Source: an optimization exercise on an open RTL-to-GDS flow (aim: small area and a short achievable clock period). Production flows keep margins and buffers that such runs may drop.

==> branch indigo <==
==> flow/design.v (excerpt) <==
module fp_mult_top (
     clk, rst, rnd, a, b, z, status
);
clock: 11.0 ns
lec_check: 0
cap_margin: 20
core_margin: 2
core_utilization: 40
slew_margin: 20
standard.sh (not shown) runs the stock make flow with config.mk's settings and CLKGATE_MAP_FILE= SYNTH_SCRIPT=/design/flow/synth_recipe.tcl, a recipe that flattens the netlist after the stock synthesis.
==> flow/flow/run.sh <==
#!/bin/bash
set -euo pipefail
bash standard.sh SETUP_SLACK_MARGIN=6 finish > standard_make.log 2>&1
==> branch raven: changes against branch indigo <==
==> flow/flow/run.sh (replaced) <==
#!/bin/bash
# Standard layout; repair_timing aims for 5 ns of setup slack at the design's
# clock period, and the port buffers are buf_2 cells.
set -euo pipefail
bash standard.sh SETUP_SLACK_MARGIN=5 "BUFFER_PORTS_ARGS=-buffer_cell sky130_fd_sc_hd__buf_2" finish > standard_make.log 2>&1
Settings changed: CORE_UTILIZATION 40 to 60.
==> summary.txt <==
Outcome
  – Status: no timing/DRC/antenna violations

Layout
  – Core Util, Final: 0.647
  – Layout clock buffers: 21

Worst hold path
  – Hold_sp: e01[6]$_DFF_P_

Routing
  – Via count: 17,728

Clock tree
  – Post-CTS sizing: 6

Critical path
  – CP Cell Sequence: inv_2 -> xnor2_1 -> fa_1 -> fa_1 -> inv_1 -> fa_1 -> fa_1 -> ha_1 -> a21oi_1 -> o21a_1 -> o21ai_0 -> a221oi_1 -> o2111ai_1 -> a221oi_2 -> o21ai_1 -> a211oi_1 -> xnor2_1

Placement
  – Dpl cells: 2,575

Timing
  – Min Tclk post-route: 5.71 ns
Source of the figures above: branch raven

==> summary.txt <==
Layout
  – Core Util, Final: 0.498
  – Layout clock buffers: 17
  – Multi-input gate area in the final layout: 0.0159 mm2
  – Share of post-route cells with drive strength above 1: 0.216

Routing
  – Via count: 18,588

Yosys
  – Synth top cells by count: xnor2_1, inv_1, clkbuf_1

Timing
  – Min Tclk post-route: 5.26 ns
  – RSZ-0062 raised after global routing: true
  – Max Fclk: 0.190 GHz

Placement
  – Dpl cells: 2,789

Critical path
  – Reg2Reg Capture Point: p2[40]$_DFF_P_
  – CP Cell Sequence: and3_1 -> and2_4 -> and4_2 -> nand2_2 -> nor3_4 -> buf_6 -> mux2i_2 -> mux2i_2 -> a21boi_2 -> buf_6 -> o311ai_2 -> buf_2

Outcome
  – Status: no timing/DRC/antenna violations
Source of the figures above: branch indigo

No functional check of the RTL was part of any run of this note.


==> trial 36 <==
Another version of the RTL of fp_mult_top (not shown whole).
make LEC_CHECK=0 CAP_MARGIN=20 CORE_MARGIN=2 CORE_UTILIZATION=40 SLEW_MARGIN=20 finish   # period 11.0 ns
run.sh (not shown) runs the stock make flow with config.mk's settings and CLKGATE_MAP_FILE= SYNTH_SCRIPT=/design/flow/synth_recipe.tcl, a recipe that flattens the netlist after the stock synthesis.
Stock flow here: none of the scripts above is used.
==> inputs of build 91, as changes to trial 36 <==
==> flow/flow/run.sh (new file) <==
#!/bin/bash
set -euo pipefail
bash standard.sh SETUP_SLACK_MARGIN=7 finish > standard_make.log 2>&1
==> flow/standard.sh (new file) <==
#!/bin/bash
# synth_recipe.tcl (not shown) runs the flow's synth.tcl, then flattens the netlist and writes it again
# the make line also repeats each setting of config.mk as NAME=value (left out here)
make -C /OpenROAD-flow-scripts/flow DESIGN_CONFIG=/design/flow/config.mk WORK_HOME=/design/flow/orfs CLKGATE_MAP_FILE= SYNTH_SCRIPT=/design/flow/synth_recipe.tcl "${@:-finish}"
removed: flow/run.sh
==> inputs of build 1, as changes to trial 36 <==
Settings changed: SETUP_SLACK_MARGIN set to 5.
==> results.json <==
{
  "outcome": "finished clean",
  "vias": 16900,
  "post-route-min-period_ns": 7.00,
  "globalplace.congestion": 0.953,
  "routed_via_density": 6.13,
  "final-nonclk-buf-share": 0.0710,
  "post_cts_buffers": 0,
  "wl_met1_um": 27100,
  "num-multi-input-gates": 1593,
  "use_met2": 0.415,
  "track_usage": 0.271
}
[end of results for trial 36]
==> results.json <==
{
  "outcome": "finished clean",
  "vias": 17100,
  "routed_via_density": 6.14,
  "wl_met1_um": 26600,
  "globalplace.congestion": 0.953,
  "final-nonclk-buf-share": 0.0815,
  "pre_cts_slack_ns": 4.38,
  "post_cts_buffers": 11,
  "use_met2": 0.423,
  "num-multi-input-gates": 1596
}
[end of results for build 1]
==> results.json <==
{
  "use_met2": 0.420,
  "outcome": "finished clean",
  "wl_met1_um": 27700,
  "track_usage": 0.269,
  "vias": 17600,
  "post-route-min-period_ns": 5.62
}
[end of results for build 91]
No functional check of the RTL was part of any run of this note.

[port drivers added, routing unchanged]
The flow's constraints put no driver on any port. The routed layouts listed below were extracted and timed again, unchanged, in two steps. Step 1 assumes that a clkbuf_16 drives the clock port and a buf_2 every other input. Step 2 moves the port delays by t, midway between the first and last clock arrival at a register: inputs arrive t later, outputs are due t later. That takes back most of the time a late clock gives input paths. Slacks: ideal ports / drivers / drivers and shift; pairs: ideal ports / drivers.
run	t (ns)	slack for setup (ns)	hold slack, ns	worst setup path after step 2
branch indigo	0.506	5.741 / 5.686 / 5.642	0.366 / 0.366 / 0.366	input to register
branch raven	0.500	5.295 / 5.263 / 5.295	0.379 / 0.379 / 0.379	register to register
trial 36	0.542	3.995 / 3.944 / 4.485	0.370 / 0.370 / 0.370	register to output
build 91	0.475	5.375 / 5.326 / 5.460	0.370 / 0.370 / 0.370	register to register
build 1	0.540	5.113 / 5.062 / 5.116	0.370 / 0.370 / 0.370	input to register
After both steps setup and hold are still met in every run listed. For branch indigo, which loses most, drivers alone change the setup slack by -0.055 ns; drivers and shift together by -0.099 ns.
